Source: an optimization exercise on an open RTL-to-GDS flow (aim: small area and a short achievable clock period). Production flows keep margins and buffers that such runs may drop. At most, simulation tests tie the RTL to the original design; equivalence was not proved. Power figures rest on the tool's default switching activity, not on a simulated workload.

## sqrt_16s
module sqrt_16s (
    input         clk,
    input  [15:0] data_i,
    input         vld_i,
    output [15:0] data_o,
    output        vld_o
);
    function [6:0] tbl3;
        input [5:0] v;
        case (v)
            6'd0: tbl3 = {3'd0, 4'd0};
            6'd1: tbl3 = {3'd1, 4'd0};
            6'd2: tbl3 = {3'd1, 4'd1};
            6'd3: tbl3 = {3'd1, 4'd2};
            6'd4: tbl3 = {3'd2, 4'd0};
            6'd5: tbl3 = {3'd2, 4'd1};
            6'd6: tbl3 = {3'd2, 4'd2};
            6'd7: tbl3 = {3'd2, 4'd3};
            6'd8: tbl3 = {3'd2, 4'd4};
            6'd9: tbl3 = {3'd3, 4'd0};
            6'd10: tbl3 = {3'd3, 4'd1};
            6'd11: tbl3 = {3'd3, 4'd2};
            6'd12: tbl3 = {3'd3, 4'd3};
            6'd13: tbl3 = {3'd3, 4'd4};
            6'd14: tbl3 = {3'd3, 4'd5};
            6'd15: tbl3 = {3'd3, 4'd6};
            6'd16: tbl3 = {3'd4, 4'd0};
            6'd17: tbl3 = {3'd4, 4'd1};
            6'd18: tbl3 = {3'd4, 4'd2};
            6'd19: tbl3 = {3'd4, 4'd3};
            6'd20: tbl3 = {3'd4, 4'd4};
            6'd21: tbl3 = {3'd4, 4'd5};
            6'd22: tbl3 = {3'd4, 4'd6};
            6'd23: tbl3 = {3'd4, 4'd7};
            6'd24: tbl3 = {3'd4, 4'd8};
            6'd25: tbl3 = {3'd5, 4'd0};
            6'd26: tbl3 = {3'd5, 4'd1};
            6'd27: tbl3 = {3'd5, 4'd2};
            6'd28: tbl3 = {3'd5, 4'd3};
  ...
Size in the first run: roughly 35 I/O pins.
==> flow/config.mk <==
export PLATFORM = sky130hd
export DESIGN_NAME = sqrt_16s
export DESIGN_NICKNAME = sqrt_16s
export VERILOG_FILES = /design/flow/design.v
export SDC_FILE = /design/flow/constraint.sdc
export NUM_CORES = 4
export LEC_CHECK = 0
export ABC_AREA = 1
export CAP_MARGIN = 20
export CORE_MARGIN = 2
export CORE_UTILIZATION = 40
export SETUP_SLACK_MARGIN = 1.15
export SLEW_MARGIN = 20
==> flow/constraint.sdc <==
create_clock -name core_clock -period 3.0 [get_ports {clk}]
set_input_delay 0.6000 -clock core_clock [delete_from_list [all_inputs] [get_ports {clk}]]
set_output_delay 0.6000 -clock core_clock [all_outputs]
set_load 0.01 [all_outputs]
standard.sh (not shown) runs the stock make flow with config.mk's settings and CLKGATE_MAP_FILE= SYNTH_SCRIPT=/design/flow/synth_recipe.tcl, a recipe that flattens the netlist after the stock synthesis.
==> flow/flow/run.sh <==
#!/bin/bash
# The standard layout (the standard.sh: ORFS synthesis to final), with buf_2
# cells as the port buffers and a clock tree of clkbuf_8 without dummy loads.
bash standard.sh \
  "BUFFER_PORTS_ARGS=-buffer_cell sky130_fd_sc_hd__buf_2" \
  "CTS_ARGS=-sink_clustering_enable -repair_clock_nets -dont_use_dummy_load -buf_list sky130_fd_sc_hd__clkbuf_8 -sink_clustering_size 14 -sink_clustering_max_diameter 50" \
  finish > standard.log 2>&1
Change:
Settings changed: PLACE_DENSITY set to 0.8, SETUP_SLACK_MARGIN 1.15 to 1.2.
=> Area after synthesis stays the same. Sequential power hardly moves. Routed wire length is higher by about 2.5%.

sqrt_16s, a different RTL version from the one above (not shown whole).
Size in the first run: about 1500 cells after synthesis, roughly 0.012 sq mm of cells after synthesis.
export LEC_CHECK = 0
export ABC_AREA = 1
export CAP_MARGIN = 20
export CORE_MARGIN = 2
export CORE_UTILIZATION = 40
export SETUP_SLACK_MARGIN = 1.1
export SLEW_MARGIN = 20
create_clock -name core_clock -period 3.0 [get_ports {clk}]
Scripts as last shown in full above: flow/flow/run.sh
The starting point completed without violations.
Rerun with:
==> flow/run.sh (new file) <==
#!/bin/bash
# synth_recipe.tcl (not shown) runs the flow's synth.tcl, then flattens the netlist and writes it again
# the make line also repeats each setting of config.mk as NAME=value (left out here)
make -C /OpenROAD-flow-scripts/flow DESIGN_CONFIG=/design/flow/config.mk WORK_HOME=/design/flow/orfs CLKGATE_MAP_FILE= SYNTH_SCRIPT=/design/flow/synth_recipe.tcl finish
Settings changed: SETUP_SLACK_MARGIN 1.1 to 1.4.
removed: flow/flow/run.sh
removed: flow/standard.sh
=> Global-route usage climbs by 1.3 points; clock skew drops by 0.024 ns; cell area climbs by about a fifth; die area is unchanged; synthesized area does not change; count of clock-buffer cells in the layout climbs by 11; routed wire length climbs by about a fifth; worst setup slack is better by 0.074 ns; core utilization climbs by 9.4 points.
Rerun with:
Settings changed: SETUP_SLACK_MARGIN 1.4 to 1.1.
- setup slack is worse by 0.048 ns
- sequential share of layout area grows by 4.5 points
- global-route usage shrinks by 1.3 points
- critical path depth is unchanged
- fmax shrinks by 2.7%
- wire length went down by 14%
- synthesized area stays the same
- sequential cell count does not change
- final area went down by 13%
No run of this note included a check of the RTL's function; only the layout flow was run.

RTL: one of the versions met above, not the one the previous note started from.
Size: about 1400 cells after synthesis, about 280 flip-flops, roughly 11000 sq um of cells after synthesis.
==> flow/design.v (excerpt) <==
module sqrt_16s (
    input         clk,
    input  [15:0] data_i,
    input         vld_i,
    output [15:0] data_o,
    output        vld_o
);
clock: 3.0 ns
lec_check: 0
abc_area: 1
cap_margin: 20
core_margin: 2
core_utilization: 40
setup_slack_margin: 1.2
slew_margin: 20
==> flow/flow/run.sh <==
#!/bin/bash
# The standard layout (standard.sh: ORFS from synthesis to the final layout) with:
#  - ADDER_MAP_FILE empty: Yosys does not extract full/half-adder cells, so ABC maps
#    all the logic itself (the registers are the same as in the standard synthesis);
#  - buf_2 cells as the input and output port buffers;
#  - a clock tree of clkbuf_8 cells without dummy loads.
# Everything ORFS prints goes to standard.log in this folder; each step's own log stays
# under orfs/logs/.
bash standard.sh \
  "ADDER_MAP_FILE=" "SETUP_MOVE_SEQUENCE=unbuffer,sizeup,swap" \
  "BUFFER_PORTS_ARGS=-buffer_cell sky130_fd_sc_hd__buf_2" \
  "CTS_ARGS=-sink_clustering_enable -repair_clock_nets -dont_use_dummy_load -buf_list sky130_fd_sc_hd__clkbuf_8 -sink_clustering_size 14 -sink_clustering_max_diameter 50 -balance_levels" \
  finish > standard.log 2>&1
Change:
==> flow/flow/run.sh (replaced) <==
#!/bin/bash
# The standard layout, with buf_2 port buffers and a clock tree without dummy loads.
bash standard.sh \
  "BUFFER_PORTS_ARGS=-buffer_cell sky130_fd_sc_hd__buf_2" \
  "CTS_ARGS=-sink_clustering_enable -repair_clock_nets -dont_use_dummy_load -buf_list sky130_fd_sc_hd__clkbuf_8 -sink_clustering_size 14 -sink_clustering_max_diameter 50" \
  finish > standard.log 2>&1
--- a/flow/config.mk
+++ b/flow/config.mk
@@ -10,4 +10,4 @@
 export CORE_MARGIN = 2
 export CORE_UTILIZATION = 40
-export SETUP_SLACK_MARGIN = 1.2
+export SETUP_SLACK_MARGIN = 1.3
 export SLEW_MARGIN = 20
After rerunning:
- The new run went through all stages and came out clean
- sequential share of layout area fell by 4.2 points
- fmax grows by 1.3%
- final area climbs by 11%
- global-route usage fell by 0.51 points
- core utilization climbs by 4.8 points
- sequential power barely changes
- worst setup slack improved by 0.022 ns
Change:
--- a/flow/flow/run.sh
+++ b/flow/flow/run.sh
@@ -1,4 +1,5 @@
 #!/bin/bash
-# The standard layout, with buf_2 port buffers and a clock tree without dummy loads.
+# The standard layout (the standard.sh: ORFS synthesis to final), with buf_2
+# cells as the port buffers and a clock tree of clkbuf_8 without dummy loads.
 bash standard.sh \
   "BUFFER_PORTS_ARGS=-buffer_cell sky130_fd_sc_hd__buf_2" \
--- a/flow/config.mk
+++ b/flow/config.mk
@@ -10,4 +10,4 @@
 export CORE_MARGIN = 2
 export CORE_UTILIZATION = 40
-export SETUP_SLACK_MARGIN = 1.3
+export SETUP_SLACK_MARGIN = 1.05
 export SLEW_MARGIN = 20
First-iteration DRC count goes up by 23%.
Final cell count goes down by 3.7%.
Routed wire length goes down by 7.6%.
Count of clock-buffer cells in the layout goes up by 1.
Critical path depth goes up by 1.
Die area does not change.
Power goes down by 13%.
Change:
==> flow/flow/run.sh (replaced) <==
#!/bin/bash
# The standard layout, with buf_2 port buffers and a clock tree without dummy loads.
bash standard.sh \
  "BUFFER_PORTS_ARGS=-buffer_cell sky130_fd_sc_hd__buf_2" \
  "CTS_ARGS=-sink_clustering_enable -repair_clock_nets -dont_use_dummy_load -buf_list sky130_fd_sc_hd__clkbuf_8 -sink_clustering_size 14 -sink_clustering_max_diameter 50" \
  finish > standard.log 2>&1
--- a/flow/config.mk
+++ b/flow/config.mk
@@ -9,5 +9,5 @@
 export CAP_MARGIN = 20
 export CORE_MARGIN = 2
-export CORE_UTILIZATION = 40
-export SETUP_SLACK_MARGIN = 1.05
+export CORE_UTILIZATION = 75
+export SETUP_SLACK_MARGIN = 1.1
 export SLEW_MARGIN = 20
Result: The new run finished clean. Routed wire length rose by 11%. Worst setup slack got worse by 0.12 ns. Design area fell by 1.6%.
Change:
--- a/flow/config.mk
+++ b/flow/config.mk
@@ -9,5 +9,5 @@
 export CAP_MARGIN = 20
 export CORE_MARGIN = 2
-export CORE_UTILIZATION = 75
-export SETUP_SLACK_MARGIN = 1.1
+export CORE_UTILIZATION = 40
+export SETUP_SLACK_MARGIN = 1.2
 export SLEW_MARGIN = 20
Routed wire length went down by 7.9%.
Via count shrinks by 2.4%.
First-iteration DRC count shrinks by about 34%.
Sequential share of layout area came out lower by 2.0 points.
Change:
==> flow/flow/run.sh (replaced) <==
#!/bin/bash
# The standard layout (standard.sh: ORFS from synthesis to the final layout) with:
#  - ADDER_MAP_FILE empty: Yosys does not extract full/half-adder cells, so ABC maps
#    all the logic itself (the registers are the same as in the standard synthesis);
#  - buf_2 cells as the input and output port buffers;
#  - a clock tree of clkbuf_8 cells without dummy loads.
# Everything ORFS prints goes to standard.log in this folder; each step's own log stays
# under orfs/logs/.
bash standard.sh \
  "ADDER_MAP_FILE=" \
  "BUFFER_PORTS_ARGS=-buffer_cell sky130_fd_sc_hd__buf_2" \
  "CTS_ARGS=-sink_clustering_enable -repair_clock_nets -dont_use_dummy_load -buf_list sky130_fd_sc_hd__clkbuf_8 -sink_clustering_size 14 -sink_clustering_max_diameter 50" \
  finish > standard.log 2>&1
--- a/flow/config.mk
+++ b/flow/config.mk
@@ -10,4 +10,4 @@
 export CORE_MARGIN = 2
 export CORE_UTILIZATION = 40
-export SETUP_SLACK_MARGIN = 1.2
+export SETUP_SLACK_MARGIN = 1.25
 export SLEW_MARGIN = 20
The new run finished with timing, DRC and antenna clean.
Clock power hardly moves.
Setup slack is better by 0.041 ns.
Power rises by a few percent.

port drivers added, routing unchanged:
In the flow no input, the clock included, has a driving cell. The finished layouts below were timed again as built, in two steps.
Step 1: set_driving_cell puts a clkbuf_16 on clk and a buf_2 on each other input, an assumption about the parent block.
Step 2 adds t to the input delays and takes it off the output delays; t is the mean of the earliest and latest rising clock arrival at the registers after step 1. Input paths then give back, and output paths get back, about the clock's delay inside the block.
a / b / c = no drivers / after step 1 / after step 2; a / b = the first two.
| run | t (ns) | setup slack, ns | cell pins on the clock port's net |
|---|---|---|---|
| the first run of note 1 | 0.583 | 1.256 / 1.256 / 0.690 | 1 |
| the second run of note 1 | 0.580 | 1.265 / 1.265 / 0.744 | 1 |
| the first run of note 2 | 0.587 | 1.202 / 1.202 / 0.803 | 1 |
| the second run of note 2 | 0.577 | 1.276 / 1.276 / 0.992 | 1 |
| the third run of note 2 | 0.585 | 1.227 / 1.227 / 0.707 | 1 |
| the first run of note 3 | 0.571 | 1.306 / 1.306 / 0.990 | 1 |
| the second run of note 3 | 0.576 | 1.328 / 1.328 / 0.802 | 1 |
| the third run of note 3 | 0.587 | 1.212 / 1.212 / 0.657 | 1 |
| the fourth run of note 3 | 0.565 | 1.091 / 1.091 / 0.711 | 1 |
| the fifth run of note 3 | 0.575 | 1.249 / 1.250 / 0.701 | 1 |
| the sixth run of note 3 | 0.591 | 1.290 / 1.290 / 0.934 | 1 |
After both steps setup and hold are still met in every run listed. For the first run of note 1, which loses most, drivers alone change the setup slack by 0.000 ns; drivers and shift together by -0.566 ns.
